This design comes from an exercise in tuning for small area, a short achievable clock period and few clock cycles per item on the open sky130 flow, not from production work. In this exercise RTL edits were held to simulation tests only and were not proved equivalent to the original. Power and IR drop assume default switching activity.

==> flow/config.mk <==
export PLATFORM = sky130hd
export DESIGN_NAME = JAM
export DESIGN_NICKNAME = JAM
export VERILOG_FILES = /design/flow/design.v
export SDC_FILE = /design/flow/constraint.sdc
export NUM_CORES = 4
export LEC_CHECK = 0
export ABC_AREA = 1
export CAP_MARGIN = 20
export CORE_MARGIN = 2
export CORE_UTILIZATION = 40
export CTS_CLUSTER_DIAMETER = 60
export CTS_CLUSTER_SIZE = 30
export SLEW_MARGIN = 20
==> flow/constraint.sdc <==
create_clock -name core_clock -period 16.0 [get_ports {CLK}]
set_input_delay 3.2000 -clock core_clock [delete_from_list [all_inputs] [get_ports {CLK}]]
set_output_delay 3.2000 -clock core_clock [all_outputs]
set_load 0.01 [all_outputs]
==> flow/design.v <==
module JAM (
input CLK,
input RST,
output reg [2:0] W,
output reg [2:0] J,
input [6:0] Cost,
output reg [3:0] MatchCount,
output reg [9:0] MinCost,
output reg Valid );
localparam [6:0] LAST = 7'd73;
reg [2:0] ph;
reg [6:0] step;
reg [2:0] yr, xr;           
reg [1:0] sF, sG;           
reg [111:0] Fm, Gm;         
reg [9:0] rom;              
always @(*) begin
    case (step)
        7'd0: rom = {3'd1, 3'd5, 2'd1, 2'd1};
        7'd1: rom = {3'd2, 3'd6, 2'd2, 2'd2};
        7'd2: rom = {3'd3, 3'd7, 2'd3, 2'd3};
        7'd3: rom = {3'd4, 3'd0, 2'd0, 2'd0};
        7'd4: rom = {3'd0, 3'd1, 2'd1, 2'd0};
        7'd5: rom = {3'd1, 3'd2, 2'd2, 2'd0};
        7'd6: rom = {3'd2, 3'd3, 2'd3, 2'd0};
        7'd7: rom = {3'd5, 3'd0, 2'd1, 2'd1};
        7'd8: rom = {3'd0, 3'd1, 2'd2, 2'd1};
        7'd9: rom = {3'd3, 3'd0, 2'd2, 2'd0};
        7'd10: rom = {3'd0, 3'd2, 2'd3, 2'd0};
        7'd11: rom = {3'd1, 3'd0, 2'd3, 2'd1};
        7'd12: rom = {3'd0, 3'd3, 2'd2, 2'd1};
        7'd13: rom = {3'd2, 3'd4, 2'd0, 2'd0};
        7'd14: rom = {3'd3, 3'd0, 2'd2, 2'd1};
        7'd15: rom = {3'd0, 3'd1, 2'd3, 2'd1};
        7'd16: rom = {3'd1, 3'd2, 2'd0, 2'd1};
        7'd17: rom = {3'd6, 3'd0, 2'd3, 2'd2};
        7'd18: rom = {3'd0, 3'd1, 2'd0, 2'd2};
        7'd19: rom = {3'd2, 3'd0, 2'd0, 2'd1};
        7'd20: rom = {3'd4, 3'd2, 2'd0, 2'd0};
        7'd21: rom = {3'd0, 3'd3, 2'd2, 2'd1};
        7'd22: rom = {3'd1, 3'd0, 2'd2, 2'd2};
        7'd23: rom = {3'd2, 3'd1, 2'd2, 2'd0};
        7'd24: rom = {3'd0, 3'd4, 2'd0, 2'd2};
        7'd25: rom = {3'd1, 3'd0, 2'd0, 2'd0};
        7'd26: rom = {3'd0, 3'd2, 2'd2, 2'd0};
        7'd27: rom = {3'd2, 3'd5, 2'd1, 2'd0};
        7'd28: rom = {3'd3, 3'd0, 2'd2, 2'd1};
        7'd29: rom = {3'd0, 3'd1, 2'd0, 2'd1};
        7'd30: rom = {3'd1, 3'd2, 2'd1, 2'd1};
        7'd31: rom = {3'd4, 3'd0, 2'd0, 2'd2};
        7'd32: rom = {3'd0, 3'd1, 2'd1, 2'd2};
        7'd33: rom = {3'd2, 3'd0, 2'd1, 2'd1};
        7'd34: rom = {3'd0, 3'd3, 2'd2, 2'd1};
        7'd35: rom = {3'd1, 3'd0, 2'd2, 2'd2};
        7'd36: rom = {3'd0, 3'd2, 2'd1, 2'd2};
        7'd37: rom = {3'd7, 3'd0, 2'd1, 2'd3};
        7'd38: rom = {3'd0, 3'd1, 2'd2, 2'd3};
        7'd39: rom = {3'd2, 3'd0, 2'd2, 2'd2};
        7'd40: rom = {3'd3, 3'd2, 2'd2, 2'd1};
        7'd41: rom = {3'd5, 3'd3, 2'd2, 2'd0};
        7'd42: rom = {3'd0, 3'd4, 2'd0, 2'd2};
        7'd43: rom = {3'd1, 3'd0, 2'd0, 2'd3};
        7'd44: rom = {3'd2, 3'd1, 2'd0, 2'd1};
        7'd45: rom = {3'd3, 3'd2, 2'd0, 2'd0};
        7'd46: rom = {3'd0, 3'd5, 2'd2, 2'd3};
        7'd47: rom = {3'd1, 3'd0, 2'd2, 2'd1};
        7'd48: rom = {3'd2, 3'd1, 2'd2, 2'd0};
        7'd49: rom = {3'd0, 3'd3, 2'd0, 2'd1};
        7'd50: rom = {3'd1, 3'd0, 2'd0, 2'd0};
        7'd51: rom = {3'd0, 3'd2, 2'd2, 2'd0};
        7'd52: rom = {3'd2, 3'd6, 2'd3, 2'd0};
        7'd53: rom = {3'd3, 3'd0, 2'd2, 2'd1};
        7'd54: rom = {3'd0, 3'd1, 2'd0, 2'd1};
        7'd55: rom = {3'd1, 3'd2, 2'd3, 2'd1};
        7'd56: rom = {3'd4, 3'd0, 2'd0, 2'd2};
        7'd57: rom = {3'd0, 3'd1, 2'd3, 2'd2};
        7'd58: rom = {3'd2, 3'd0, 2'd3, 2'd1};
        7'd59: rom = {3'd0, 3'd3, 2'd2, 2'd1};
        7'd60: rom = {3'd1, 3'd0, 2'd2, 2'd2};
        7'd61: rom = {3'd0, 3'd2, 2'd3, 2'd2};
        7'd62: rom = {3'd5, 3'd0, 2'd3, 2'd3};
        7'd63: rom = {3'd0, 3'd1, 2'd2, 2'd3};
        7'd64: rom = {3'd2, 3'd0, 2'd2, 2'd2};
        7'd65: rom = {3'd3, 3'd2, 2'd2, 2'd1};
        7'd66: rom = {3'd0, 3'd4, 2'd0, 2'd2};
        7'd67: rom = {3'd1, 3'd0, 2'd0, 2'd3};
        7'd68: rom = {3'd2, 3'd1, 2'd0, 2'd1};
        7'd69: rom = {3'd0, 3'd3, 2'd2, 2'd3};
        7'd70: rom = {3'd1, 3'd0, 2'd2, 2'd1};
        7'd71: rom = {3'd0, 3'd2, 2'd0, 2'd1};
        default: rom = {3'd0, 3'd4, 2'd0, 2'd0};
    endcase
end
wire [2:0] phn = ph + 3'd1;
wire [1:0] sn = (ph == 3'd7) ? rom[3:2] : phn[2] ? sG : sF;
wire [1:0] rn = sn - phn[1:0] - 2'd1;
reg [3:0] ldF, ldG;         
reg selA, selB, selC, selD;  
reg swB, swC;               
always @(posedge CLK or posedge RST) begin
    if (RST) begin
        ph <= 3'd7;
        step <= 7'h7f;
    end else begin
        ph <= phn;
        if (ph == 3'd7 && !Valid) step <= step + 7'd1;
    end
end
always @(posedge CLK) begin
    W <= {phn[2], rn};
    ldF <= phn[2] ? 4'd0 : (4'd1 << rn);
    ldG <= phn[2] ? (4'd1 << rn) : 4'd0;
    selA <= (phn <= 3'd2);
    selB <= (phn >= 3'd4) & (phn <= 3'd6);
    selC <= (phn >= 3'd3) & (phn <= 3'd6);
    selD <= (phn >= 3'd3);
    swB <= (phn[1:0] == 2'd2);
    swC <= phn[1];
    if (ph == 3'd3) J <= xr;
    if (ph == 3'd7) begin
        J <= rom[9:7];
        {yr, xr, sF, sG} <= rom;
    end
end
integer r, k;
always @(posedge CLK) begin
    for (r = 0; r < 4; r = r + 1)
        for (k = 0; k < 4; k = k + 1) begin
            Fm[(k*4+r)*7 +: 7] <= (k == r && ldF[r]) ? Cost : Fm[(((k+1)%4)*4+r)*7 +: 7];
            Gm[(k*4+r)*7 +: 7] <= (k == r && ldG[r]) ? Cost : Gm[(((k+1)%4)*4+r)*7 +: 7];
        end
end
wire [27:0] cA = selA ? Gm[27:0] : Fm[27:0];
wire [27:0] cB = selB ? (swB ? Fm[83:56] : Fm[55:28]) : (swB ? Gm[83:56] : Gm[55:28]);
wire [27:0] cC = selC ? (swC ? Fm[55:28] : Fm[83:56]) : (swC ? Gm[55:28] : Gm[83:56]);
wire [27:0] cD = selD ? Fm[111:84] : Gm[111:84];
function [8:0] pmin;        
    input [6:0] a0, b1, b0, a1;
    reg [7:0] u, v;
    begin
        u = a0 + b1;
        v = b0 + a1;
        pmin = {u == v, (u < v) ? u : v};
    end
endfunction
reg [8:0] q01ab, q23cd, q01cd, q23ab;
always @(posedge CLK) begin
    q01ab <= pmin(cA[6:0],   cB[13:7],  cB[6:0],   cA[13:7]);
    q23cd <= pmin(cC[20:14], cD[27:21], cD[20:14], cC[27:21]);
    q01cd <= pmin(cC[6:0],   cD[13:7],  cD[6:0],   cC[13:7]);
    q23ab <= pmin(cA[20:14], cB[27:21], cB[20:14], cA[27:21]);
end
wire [8:0] v1 = q01ab[7:0] + q23cd[7:0];
wire [8:0] v2 = q01cd[7:0] + q23ab[7:0];
wire [3:0] c1 = (q01ab[8] & q23cd[8]) ? 4'd4 : (q01ab[8] | q23cd[8]) ? 4'd2 : 4'd1;
wire [3:0] c2 = (q01cd[8] & q23ab[8]) ? 4'd4 : (q01cd[8] | q23ab[8]) ? 4'd2 : 4'd1;
reg [8:0] pv;
reg [3:0] pc;
always @(posedge CLK) begin
    pv <= (v1 < v2) ? v1 : v2;
    pc <= (v1 < v2) ? c1 : (v2 < v1) ? c2 : c1 + c2;
end
reg [8:0] acc;
reg [3:0] accc;
always @(posedge CLK) begin
    if (ph == 3'd6) begin
        acc <= pv;
        accc <= pc;
    end else if (ph == 3'd7 || ph == 3'd0) begin
        if (pv < acc) begin
            acc <= pv;
            accc <= pc;
        end else if (pv == acc) begin
            accc <= accc + pc;
        end
    end
end
wire [9:0] tot = acc + pv;
wire [7:0] cprod = accc * pc;
wire merge = (ph >= 3'd2) && (ph <= 3'd4) && (step >= 7'd4) && (step <= LAST) && !Valid;
wire first = (step == 7'd4) && (ph == 3'd2);
always @(posedge CLK) begin
    if (merge) begin
        if (first || tot < MinCost) begin
            MinCost <= tot;
            MatchCount <= cprod[3:0];
        end else if (tot == MinCost) begin
            MatchCount <= MatchCount + cprod[3:0];
        end
    end
end
always @(posedge CLK or posedge RST) begin
    if (RST) Valid <= 1'b0;
    else if (merge && step == LAST && ph == 3'd4) Valid <= 1'b1;
end
endmodule
==> flow/flow/run.sh <==
#!/bin/bash
# Standard layout, with repair_timing aiming for more setup slack than the
# clock period needs (the SDC and the clock period are the design's), and
# plain buffers on the ports.
set -euo pipefail
bash standard.sh SETUP_SLACK_MARGIN=12.2 "BUFFER_PORTS_ARGS=-buffer_cell sky130_fd_sc_hd__buf_2" finish > standard_make.log 2>&1
==> flow/standard.sh <==
#!/bin/bash
# synth_recipe.tcl (not shown) runs the flow's synth.tcl, then flattens the netlist and writes it again
# the make line also repeats each setting of config.mk as NAME=value (left out here)
make -C /OpenROAD-flow-scripts/flow DESIGN_CONFIG=/design/flow/config.mk WORK_HOME=/design/flow/orfs CLKGATE_MAP_FILE= SYNTH_SCRIPT=/design/flow/synth_recipe.tcl "${@:-finish}"
==> impl_metrics.json <==
{
  "fin_total_pwr_mw": 2.696,
  "period_needed_ns": 4.301,
  "wl_um": 45840,
  "synth-seq-cells": 338,
  "worstSetupPathType": "flip-flop to output port",
  "dp_slack_ns": 11.46,
  "yosys.area.top_type": "dfxtp_1",
  "slew_violations": 0,
  "syn_avg_cell_area_um2": 8.614,
  "antenna_found_initial": 0,
  "dp_cells": 2468,
  "cts_hold_buf": 0,
  "hpwl_um": 31560,
  "max-clock-path-buffers": 3,
  "die_h_um": 209.5,
  "grt_pass1_vias": 12760,
  "busiest_layer": "met2",
  "globalRouteMet1Util_pct": 27.51,
  "start_util_pct": 40.43,
  "cp_num_cells": 1,
  "grt.met3_usage_pct": 2.319,
  "critPathMaxStageDelay_ns": 0.42,
  "reg2regPathDepth": 21,
  "crit_chain": "buf_6",
  "ys_seq_area_share_pct": 42.67,
  "cp-end-kind": "output port",
  "hold_viol": 0,
  "grtUsageTotal_pct": 19.61,
  "ys_top_cells_by_count": "nand2_1, dfxtp_1, o21ai_0, inv_1, ha_1",
  "pin_count": 30,
  "final_cell_area_mm2": 0.01930,
  "synthFlopType": "dfxtp_1",
  "num_rows": 75,
  "vias_per_cell": 5.309,
  "synth-async-reset-ratio_pct": 3.254,
  "drt_iter0_drc": 1145,
  "synthTopCellsByArea": "dfxtp_1, ha_1, o21ai_0",
  "die_w_um": 209.5,
  "cellPowerDensity_mw_per_mm2": 139.7,
  "post-route-drc-count": 0,
  "grt-ovfl-total": 0,
  "max_freq_mhz": 232.5,
  "worstMarginPinSlew_ns": 0.8036,
  "io_buffer_count": 29,
  "hold_path_class": "flip-flop to flip-flop",
  "clk_pin_slew_worst_paths_ns": 0.08,
  "synth_top_area_share_pct": 34.39,
  "clkLatencyLatePin_ns": 0.61,
  "status": "complete, no violations",
  "synth_nets": 2162,
  "synth-edff-count": 37,
  "met2_usage_pct": 32.69,
  "crit_buf_inv": 1,
  "critPathMaxFanout": 2,
  "yosys_warnings": 1,
  "cts_tree": "yes",
  "wl_per_cell_um": 17.93,
  "period_share_pct": 26.88,
  "place_area_mm2": 0.01748,
  "detail-route-antenna-nets": 0,
  "h-tree-depth": 1,
  "critPathTopFamily": "flip-flops",
  "utilization_pct": 46.21,
  "die_area_mm2": 0.04387,
  "routabilityCongestion": 0.9138,
  "final_cells": 2557,
  "holdPathStages": 0,
  "ys_types": 51,
  "fin_setup_tns_ns": 0,
  "yosysMostFrequentCell": "nand2_1",
  "finalSetupViolations": 0,
  "worst_ir_drop_vdd_mv": 0.09642,
  "design.core.area_mm2": 0.04176,
  "cp_slowest_cell": "dfrtp_2",
  "firstDrtPassIters": 5,
  "vias": 13580,
  "setup_ws_ns": 11.70,
  "final_layout_size_suffix_gt1_share_pct": 12.24,
  "nNetsFinal": 2198,
  "required_ns": 12.80,
  "area_delta_synth_final_pct": 14.30,
  "cts_sinks": 338,
  "cts_root_buf": "clkbuf_16",
  "synth_area_mm2": 0.01688,
  "grt_max_degree": 69,
  "synth_cells": 1960,
  "slew_headroom_pct": 46.36,
  "critPathArrivalTime_ns": 1.10,
  "cts_made_buffers": 28,
  "p_leak_nw": 8.717,
  "maxCapViolCount": 0,
  "grt_pass1_wl_um": 68710,
  "finalClockSkew_ns": 0.05866,
  "n_antenna_cell": 0,
  "hold_slack_ns": 0.3378,
  "critPathLaunchType": "flip-flop",
  "rsz0062_at_grt": "yes"
}
==> power breakdown <==
| group | internal (mW) | switching, mW | total [mW] |
|---|---|---|---|
| combinational | 0.343 | 0.556 | 0.898 |
| clock | 0.399 | 0.372 | 0.771 |
| sequential | 0.968 | 0.0582 | 1.03 |
==> registers in the layout, summed over array words and instances (netlist names), 2 cells and up <==
register	count
MatchCount	4
q01ab	9
pc	4
q23cd	9
Gm	112
ldF	4
q01cd	9
Fm	112
J	3
W	3
MinCost	10
ldG	4
ph	3
accc	4
pv	9
xr	3
sF	2
sG	2
step	7
q23ab	9
acc	9
==> area by class of cell <==
class                           instances  area, µm²
Inverter                              212      863.3
Multi-Input combinational cell       1343       8751
Tap cell                              539      674.4
Clock buffer                           32      747.0
Clock inverter                         20      321.6
Fill cell                            3953      22460
Sequential cell                       338       7223
Timing Repair Buffer                   67      668.1
Timing Repair inverter                  6      48.80
==> layout by cell type, fill, tap and decap left out, types with 5 or more instances in the layout <==
cell type	n
a21oi_1	159
buf_12	6
buf_2	26
buf_4	21
clkbuf_16	36
clkinvlp_4	10
dfstp_2	10
dfxtp_1	284
edfxtp_1	37
fa_1	13
ha_1	175
inv_1	198
mux2_2	56
nand2_1	312
nand2_2	11
nand3_1	49
nand3b_1	5
nand4_1	10
nor2_1	120
nor3_1	13
o2111ai_1	7
o211ai_1	12
o21ai_0	237
o21ai_1	8
o21bai_1	9
o22ai_1	28
xnor2_1	29
xor2_1	40
==> repair_timing <==
item | in CTS | in global routing
resized for setup | 30 | 67
gates cloned | 0 | 13
hold endpoints to repair | 0 | 0
buffers inserted | 10 | 14
pin swaps | 0 | 9
setup endpoints to repair | 57 | 78
==> cell families after synthesis <==
logic type	after synthesis	share of synthesized area (%)
simple gates	532	12.93
compound gates	492	15.77
flops	338	42.67
buf+inv	279	6.336
fa+ha+maj	193	14.93
xor+xnor	70	3.631
mux	56	3.735
==> per-layer routing <==
metal  share of wire, %  routed length (µm)  vias to the layer above
li1                   -                   -                     6702
met1                 46               21110                     6356
met2                 46               20950                      445
met3                6.0                2737                       73
met4                2.3                1039                        0
met5                  0                   0                        -
==> path summary, 6_finish.rpt <==
check | to | from | slack (ns)
max | Valid | Valid | 11.70
min | Fm[90] | Fm[6] | 0.34
max reg2reg | q01cd[2] | selC | 12.32
min reg2reg | Fm[90] | Fm[6] | 0.34
max in group asynchronous | step[2] | RST | 13.00
min in group asynchronous | Valid | RST | 2.65
Testbench counts, summed over its fixed seeds: cycles 10,620, tables 18.

what the ideal ports hide:
The flow's constraints put no driver on any port. The routed layout listed below was extracted and timed again, unchanged, in two steps.
Step 1, drivers: a clkbuf_16 drives CLK and a buf_2 each remaining input, both assumed.
Step 2 moves the port delays by t, midway between the first and last clock arrival at a register: inputs arrive t later, outputs are due t later. That takes back most of the time a late clock gives input paths.
Three values: no drivers, after step 1, after step 2; two values: the first two.
t, ns: 0.633
setup WS [ns]: 11.699 / 11.646 / 12.156
pins driven straight from the clock port: 1
After both steps this run still meets setup and hold. For this run, drivers alone change the setup slack by -0.053 ns; drivers and shift together by +0.457 ns.
